Background: an optimization exercise with open tools, aiming at small area, a short achievable clock period and few clock cycles per item. Do not read the settings as production practice.
RTL that was checked went through simulation tests only; none was proved equivalent to the original.
Power and IR drop assume default switching activity.

==> flow/design.v <==
`timescale 1ns/1ps
module MODULE_STATIC_PROCESS (
    input clk,
    input rst,
    input [3:0] state_info,
    input [11:0] read_from_aux,
    input [11:0] read_from_ram,
    output reg [11:0] write2aux,
    output reg [11:0] write2ram,
    output reg [9:0] write2aux_addr,
    output reg [9:0] read_from_aux_addr,
    output reg [18:0] write2ram_addr,
    output reg [18:0] read_from_ram_addr,
    output reg ena_write_ram,
    output done
);
localparam [2:0] S_IDLE = 3'd0, S_FILT = 3'd1, S_HCLR = 3'd2, S_HCNT = 3'd3,
                 S_TA   = 3'd4, S_TC   = 3'd5, S_TW   = 3'd6, S_DONE = 3'd7;
reg [2:0] state;
reg       done_r;
assign done = done_r;
reg [1:0] op;             
wire op_blur   = (op == 2'd2);
wire op_emboss = (op == 2'd3);
wire [18:0] t = read_from_ram_addr;
wire [9:0]  ra = read_from_aux_addr;
wire in_filt = (state == S_FILT);
wire in_hcnt = (state == S_HCNT);
reg [11:0] px;
wire [3:0] R = px[11:8], G = px[7:4], B = px[3:0];
wire [47:0]  hR_T, hB_T;
wire [63:0]  hG_T;
wire [111:0] rR_T, rG_T, rB_T;
genvar gi;
generate
  for (gi = 0; gi < 16; gi = gi + 1) begin : tabs
    assign hR_T[gi*3 +: 3] = (30 * gi) / 100;
    assign hG_T[gi*4 +: 4] = (59 * gi) / 100;
    assign hB_T[gi*3 +: 3] = (11 * gi) / 100;
    assign rR_T[gi*7 +: 7] = (30 * gi) % 100;
    assign rG_T[gi*7 +: 7] = (59 * gi) % 100;
    assign rB_T[gi*7 +: 7] = (11 * gi) % 100;
  end
endgenerate
wire [2:0] hR = hR_T[R*3 +: 3], hB = hB_T[B*3 +: 3];
wire [3:0] hG = hG_T[G*4 +: 4];
wire [6:0] rR = rR_T[R*7 +: 7], rG = rG_T[G*7 +: 7], rB = rB_T[B*7 +: 7];
wire [8:0] sr = rR + rG + rB;
wire c2 = (sr >= 9'd200), c1 = (sr >= 9'd100);
wire [6:0] m1 = c2 ? sr - 9'd200 : c1 ? sr - 9'd100 : sr;
wire [3:0] g1 = hR + hG + hB + {c2, c1 & ~c2};
wire [3:0] pg = g1;
wire [6:0] pm = m1;
reg [3:0] e8, e9;
integer j;
always @* begin
  e8 = 4'd0;
  e9 = 4'd0;
  for (j = 1; j < 9; j = j + 1) if (pm >= (100 * j + 8) / 9) e8 = j;
  for (j = 1; j < 8; j = j + 1) if (pm >= (100 * j + 7) / 8) e9 = j;
end
wire [3:0] e2 = (op == 2'd0) ? e8 : op[1] ? {1'b0, e9[3:1]} : e9;
reg [11:0] ea;
reg [3:0]  eg, ee;
reg        ez, ew;        
reg        row0;          
wire [3:0] nTg = ea[11:8], nMg = ea[7:4], nBg = eg;
wire       nTh = ea[3],    nMh = ea[1],   nBh = ee[1];
wire [3:0] nMe = op_blur ? {2'b00, ea[1:0]} : ea[3:0];
wire [4:0] sT = op_blur ? {nTg, nTh} : {1'b0, nTg};
wire [4:0] sM = op_blur ? {nMg, nMh} : {1'b0, nMg};
wire [4:0] sB = op_blur ? {nBg, nBh} : {1'b0, nBg};
wire [3:0] dT = nTg;
wire [6:0] pN = dT + sM + nBg;                            
wire [6:0] plN = ew ? 7'd0 : op_emboss ? {3'd0, dT} : pN;
wire [6:0] prN = ez ? 7'd0 : op_emboss ? {3'd0, nBg} : pN;
wire [6:0] udN = sT + sB;
reg  [7:0] vN;
always @* begin
  case (op)
    2'd0: vN = nMg * 4'd9 + nMe;
    2'd1: vN = {1'b0, nMg, nMe[2:0]};
    default: vN = {2'b00, nMg, nMe[1:0]};
  endcase
end
wire subL = ~op[1];               
wire subR = ~op_blur;
wire [8:0] wN = op_emboss ? 9'd8 : vN + ({2'b00, udN} ^ {9{subL}}) + {subL, subL};
wire [8:0] lN = {2'b00, plN} ^ {9{subL}};
wire [8:0] rN = {2'b00, prN} ^ {9{subR}};
reg [8:0] w1;
reg [8:0] pl1, pl0;
wire [8:0] tot = w1 + pl0 + rN;
wire [3:0] res = op_blur ? tot[7:4] : (tot[8] ? 4'd0 : tot[3:0]);
reg        cp;            
reg [3:0]  cpb;           
reg        hb1;           
reg [3:0]  hbb;           
reg        hv1, hv2;
wire [11:0] hbase = ({1'b0, ra[4:0]} == write2aux_addr[5:0]) ? write2aux : read_from_aux;
wire [12:0] hnew = hbase + 13'd1;
wire        hcarry = hv2 & ~ra[4] & hnew[12];
wire        hold = in_hcnt & cp;
wire        hclr_last = (state == S_HCLR) && (ra[4:0] == 5'd31);
wire [3:0]  bin = ra[3:0];
wire [9:0]  ra_inc = ra + {9'd0, in_tw ? bar_end : (in_filt | (state == S_HCLR))};
wire [12:0] t_lo = {1'b0, t[11:0]} + {12'd0, ~hold};
wire [6:0]  t_hi = t[18:12] + {6'd0, in_tw ? go_right : t_lo[12]};
wire [18:0] t_inc = {t_hi, t_lo[11:0]};
wire [11:0] dcnt = t[11:0];
wire [5:0]  col = t[17:12];
reg         tc1, dir;     
wire        in_tw = (state == S_TW);
wire        dok = ~dcnt[11];                        
wire [11:0] dm5 = dcnt - 12'd5;
wire        in_filt_ena = in_filt & ena_write_ram;
wire        bottom = (write2ram_addr[18:7] >= 12'd2395);    
wire        go_up = ~dir & dok & ~dm5[11];
wire        go_down = dir & ~bottom;
wire        go_right = ~go_up & ~go_down;
wire        bar_end = go_right & (col == 6'd39);
wire        wr_step = in_filt_ena | (in_tw & go_right);
wire [7:0]  wa_lo = {1'b0, write2ram_addr[6:0]} + {7'd0, wr_step};
wire [11:0] wa_hi = write2ram_addr[18:7] +
                    ((in_tw & go_up) ? -12'd5 : (in_tw & go_down) ? 12'd5 : {11'd0, wa_lo[7]});
wire [18:0] wa_next = {wa_hi, wa_lo[6:0]};
wire [11:0] dnext = (tc1 ? {1'b0, ea[3:0], dcnt[6:0]} : dcnt) +
                    ((in_tw & go_down) ? 12'd5 : (in_tw & go_right) ? 12'd0 : -12'd5);
wire [191:0] colour_T = {12'hFCC, 12'hFEE, 12'h9F9, 12'hEEF, 12'h8CF, 12'hFEB,
                         12'hBFF, 12'hFDB, 12'h9FF, 12'hFED, 12'hCFC, 12'hFFE,
                         12'h0F0, 12'hFFF, 12'hFF0, 12'hFFD};
wire [11:0] colour = colour_T[bin*12 +: 12];
localparam [18:0] T_WON  = 19'd643;       
localparam [18:0] T_WOFF = 19'd307201;    
localparam [18:0] T_HEND = 19'd307206;    
always @(posedge clk) begin
  px <= read_from_ram;
  ea <= read_from_aux;
  eg <= pg;
  ee <= e2;
  ez <= (ra == 10'd0);
  ew <= (ra == 10'd639);
  w1 <= wN;
  pl1 <= lN;
  pl0 <= pl1;
  hv2 <= hv1;
  hb1 <= hold;
  hbb <= cpb;
  cpb <= ra[3:0];
  cp <= in_hcnt & hcarry;
  hv1 <= hold | (in_hcnt & (t <= 19'd307198)) | hclr_last;
  case (state)
    S_FILT: write2ram <= {res, res, res};
    S_TA, S_TC, S_TW: write2ram <= colour;
    default: write2ram <= 12'd0;
  endcase
  case (state)
    S_FILT: begin
      write2aux_addr <= ra;
      write2aux <= {row0 ? 4'd0 : read_from_aux[7:4], pg,
                    op_blur ? {~row0 & read_from_aux[1], 1'b0, e2[1:0]} : e2};
    end
    S_HCLR: begin
      write2aux_addr <= ra;
      write2aux <= 12'd0;
    end
    default: begin
      write2aux_addr <= (in_hcnt & hv2) ? {5'd0, ra[4:0]} : 10'd32;
      write2aux <= hnew[11:0];
    end
  endcase
  case (state)
    S_FILT: begin
      read_from_ram_addr <= t_inc;
      read_from_aux_addr <= (t == 19'd0 || ra == 10'd639) ? 10'd0 : ra_inc;
      write2ram_addr <= wa_next;
    end
    S_HCLR: begin
      read_from_ram_addr <= 19'd0;
      read_from_aux_addr <= ra_inc;
      write2ram_addr <= 19'd0;
    end
    S_HCNT: begin
      read_from_ram_addr <= t_inc;
      write2ram_addr <= (t == T_HEND) ? 19'd306560 : t;
      read_from_aux_addr <= (t == T_HEND) ? 10'd0 : {5'd0, hb1, hb1 ? hbb : g1};
    end
    S_TA: begin
      read_from_aux_addr <= {5'd0, 1'b1, ra_inc[3:0]};
      read_from_ram_addr <= 19'd0;
      write2ram_addr <= wa_next;
    end
    S_TC: begin
      read_from_aux_addr <= {6'd0, ra_inc[3:0]};
      read_from_ram_addr <= {7'd0, read_from_aux_addr[4] ? {5'd0, ea[11:5]} : dnext};
      write2ram_addr <= wa_next;
    end
    S_TW: begin
      write2ram_addr <= wa_next;
      read_from_ram_addr <= {t_hi, dnext};
      read_from_aux_addr <= ra_inc;
    end
    default: begin
      read_from_aux_addr <= 10'd0;
      write2ram_addr <= 19'd0;
      read_from_ram_addr <= 19'd0;
    end
  endcase
  case (state)
    S_IDLE: begin
      row0 <= 1'b1;
      if (state_info[3]) op <= state_info[1:0];
    end
    S_FILT: if (t == 19'd640) row0 <= 1'b0;
    S_TA: begin
      tc1 <= 1'b1;
      dir <= 1'b0;
    end
    S_TC: if (!read_from_aux_addr[4]) tc1 <= 1'b0;
    S_TW: if (go_right) dir <= go_up | (~dir & dok);
    default: ;
  endcase
end
always @(posedge clk) begin
  if (!rst) begin
    state <= S_IDLE;
    done_r <= 1'b0;
    ena_write_ram <= 1'b0;
  end else begin
    case (state)
      S_IDLE:
        if (state_info[3] && !state_info[2]) state <= S_FILT;
        else if (state_info == 4'd12) state <= S_HCLR;
      S_FILT: begin
        if (t == T_WON) ena_write_ram <= 1'b1;
        if (t == T_WOFF) begin
          ena_write_ram <= 1'b0;
          done_r <= 1'b1;
          state <= S_DONE;
        end
      end
      S_HCLR:
        if (ra[4:0] == 5'd31) state <= S_HCNT;
      S_HCNT: begin
        ena_write_ram <= (t < 19'd307200);
        if (t == T_HEND) state <= S_TA;
      end
      S_TA: state <= S_TC;
      S_TC: if (!tc1) begin
        ena_write_ram <= ~dnext[11];
        state <= S_TW;
      end
      S_TW: begin
        ena_write_ram <= ~bar_end & (dir | dok);
        if (bar_end) begin
          if (bin == 4'd15) begin
            done_r <= 1'b1;
            state <= S_DONE;
          end else begin
            state <= S_TA;
          end
        end
      end
      S_DONE:
        if (!state_info[3]) begin
          done_r <= 1'b0;
          state <= S_IDLE;
        end
      default: ;
    endcase
  end
end
endmodule
clock: 29.0 ns
lec_check: 0
cap_margin: 20
core_margin: 2
core_utilization: 62
cts_buf_list: sky130_fd_sc_hd__clkbuf_8
place_density: 0.75
slew_margin: 20
standard.sh (not shown) runs the stock make flow with config.mk's settings and CLKGATE_MAP_FILE= SYNTH_SCRIPT=/design/flow/synth_recipe.tcl, a recipe that flattens the netlist after the stock synthesis.
==> flow/flow/run.sh <==
#!/bin/bash
# Standard ORFS layout, with timing repair asked to leave extra setup slack
# at the design's 29 ns clock (the margin ORFS documents for finding a
# design's minimum period without editing the SDC), and port buffers of a
# stronger cell than the default pick.
set -euo pipefail
bash standard.sh SETUP_SLACK_MARGIN=22 "BUFFER_PORTS_ARGS=-buffer_cell sky130_fd_sc_hd__buf_2" finish > standard.log 2>&1
Testbench counts at the start, summed over its fixed seeds: cycles 5,411,422, frames 16.
Next try:
--- a/flow/design.v
+++ b/flow/design.v
@@ -62,9 +62,10 @@
 wire [3:0] e2 = (op == 2'd0) ? e8 : op[1] ? {1'b0, e9[3:1]} : e9;
 reg [11:0] ea;
-reg [3:0]  eg, ee;
+reg [3:0]  eg;
+reg        ee1;           
 reg        ez, ew;        
 reg        row0;          
 wire [3:0] nTg = ea[11:8], nMg = ea[7:4], nBg = eg;
-wire       nTh = ea[3],    nMh = ea[1],   nBh = ee[1];
+wire       nTh = ea[3],    nMh = ea[1],   nBh = ee1;
 wire [3:0] nMe = op_blur ? {2'b00, ea[1:0]} : ea[3:0];
 wire [4:0] sT = op_blur ? {nTg, nTh} : {1'b0, nTg};
@@ -104,8 +105,4 @@
 wire        hclr_last = (state == S_HCLR) && (ra[4:0] == 5'd31);
 wire [3:0]  bin = ra[3:0];
-wire [9:0]  ra_inc = ra + {9'd0, in_tw ? bar_end : (in_filt | (state == S_HCLR))};
-wire [12:0] t_lo = {1'b0, t[11:0]} + {12'd0, ~hold};
-wire [6:0]  t_hi = t[18:12] + {6'd0, in_tw ? go_right : t_lo[12]};
-wire [18:0] t_inc = {t_hi, t_lo[11:0]};
 wire [11:0] dcnt = t[11:0];
 wire [5:0]  col = t[17:12];
@@ -120,4 +117,8 @@
 wire        go_right = ~go_up & ~go_down;
 wire        bar_end = go_right & (col == 6'd39);
+wire [9:0]  ra_inc = ra + {9'd0, in_tw ? bar_end : (in_filt | (state == S_HCLR))};
+wire [12:0] t_lo = {1'b0, t[11:0]} + {12'd0, ~hold};
+wire [6:0]  t_hi = t[18:12] + {6'd0, in_tw ? go_right : t_lo[12]};
+wire [18:0] t_inc = {t_hi, t_lo[11:0]};
 wire        wr_step = in_filt_ena | (in_tw & go_right);
 wire [7:0]  wa_lo = {1'b0, write2ram_addr[6:0]} + {7'd0, wr_step};
@@ -138,5 +139,5 @@
   ea <= read_from_aux;
   eg <= pg;
-  ee <= e2;
+  ee1 <= e2[1];
   ez <= (ra == 10'd0);
   ew <= (ra == 10'd639);
@@ -166,5 +167,5 @@
     end
     default: begin
-      write2aux_addr <= (in_hcnt & hv2) ? {5'd0, ra[4:0]} : 10'd32;
+      write2aux_addr <= (in_hcnt & hv2) ? ra : 10'd32;
       write2aux <= hnew[11:0];
     end
The new run went through all stages and came out clean.
Area after synthesis drops slightly.
Clock skew increases by 4.7 ps.
Sequential power goes up by a few percent.
Via count barely changes.
Clock-buffer cell count stays the same.
Testbench counts after the change, summed over its fixed seeds: cycles 5,411,422, frames 16.


// MODULE_STATIC_PROCESS: RTL as listed in full above, without the edits since
==> flow/config.mk <==
export PLATFORM = sky130hd
export DESIGN_NAME = MODULE_STATIC_PROCESS
export DESIGN_NICKNAME = MODULE_STATIC_PROCESS
export VERILOG_FILES = /design/flow/design.v
export SDC_FILE = /design/flow/constraint.sdc
export NUM_CORES = 4
export LEC_CHECK = 0
export CAP_MARGIN = 20
export CORE_MARGIN = 2
export CORE_UTILIZATION = 55
export CTS_BUF_LIST = sky130_fd_sc_hd__clkbuf_8
export PLACE_DENSITY = 0.7
export SLEW_MARGIN = 20
==> flow/constraint.sdc <==
create_clock -name core_clock -period 29.0 [get_ports {clk}]
set_input_delay 5.8000 -clock core_clock [delete_from_list [all_inputs] [get_ports {clk}]]
set_output_delay 5.8000 -clock core_clock [all_outputs]
set_load 0.01 [all_outputs]
Scripts as last shown in full above: flow/flow/run.sh
Testbench counts at the start, summed over its fixed seeds: cycles 5,411,422, frames 16.
Edit:
--- a/flow/design.v
+++ b/flow/design.v
@@ -85,15 +85,14 @@
 end
 wire subL = ~op[1];               
 wire subR = ~op_blur;
 wire [8:0] wN = op_emboss ? 9'd8 : vN + ({2'b00, udN} ^ {9{subL}}) + {subL, subL};
 wire [8:0] lN = {2'b00, plN} ^ {9{subL}};
 wire [8:0] rN = {2'b00, prN} ^ {9{subR}};
-reg [8:0] w1;
-reg [8:0] pl1, pl0;
-wire [8:0] tot = w1 + pl0 + rN;
+reg [8:0] pl1, wl;
+wire [8:0] tot = wl + rN;
 wire [3:0] res = op_blur ? tot[7:4] : (tot[8] ? 4'd0 : tot[3:0]);
 reg        cp;            
 reg [3:0]  cpb;           
 reg        hb1;           
 reg [3:0]  hbb;           
 reg        hv1, hv2;
@@ -137,15 +136,14 @@
   px <= read_from_ram;
   ea <= read_from_aux;
   eg <= pg;
   ee <= e2;
   ez <= (ra == 10'd0);
   ew <= (ra == 10'd639);
-  w1 <= wN;
+  wl <= wN + pl1;
   pl1 <= lN;
-  pl0 <= pl1;
   hv2 <= hv1;
   hb1 <= hold;
   hbb <= cpb;
   cpb <= ra[3:0];
   cp <= in_hcnt & hcarry;
   hv1 <= hold | (in_hcnt & (t <= 19'd307198)) | hclr_last;
What happened:
- The changed run ran to the end with no violations
- sequential power came out higher by about 2%
- via count came out lower by 0.44%
- critical path depth came out higher by 6
- worst setup slack is worse by 100 ps
- routed wire length came out lower by 3.0%
- final area came out lower by 1.7%
- fmax came out lower by 1.5%
- power came out higher by 8.7%
- area after synthesis came out lower by 1.8%
- hold slack is better by 19 ps
- global-route usage came out lower by 0.42 points
For the second run of this note, only the layout was checked, not whether the RTL still works.

static timing again, ports no longer ideal:
How much do the figures lean on ideal ports? The routed layouts below were timed once more, with nothing changed but the port constraints. Step 1 sets driving cells, clkbuf_16 on the clock port and buf_2 on the other inputs (assumed; they add their load-dependent delay and slew). Step 2, shift: input delay + t, output delay - t, t = (earliest + latest rising clock arrival at the registers) / 2. This alone moves slack from input paths to output paths. a / b / c = ideal / step 1 / step 2; a / b = the first two.
| run | t (ns) | setup WS [ns] | worst register clock-pin slew, ns |
|---|---|---|---|
| the first run of note 1 | 0.516 | 22.066 / 22.024 / 21.594 | 0.10 / 0.10 |
| the second run of note 1 | 0.506 | 22.036 / 21.993 / 21.662 | 0.11 / 0.11 |
| the first run of note 2 | 0.518 | 22.037 / 21.993 / 21.573 | 0.11 / 0.11 |
| the second run of note 2 | 0.492 | 21.935 / 21.919 / 21.427 | 0.09 / 0.09 |
After both steps setup and hold are still met in every run listed. For the second run of note 2, which loses most, drivers alone change the setup slack by -0.016 ns; drivers and shift together by -0.508 ns.
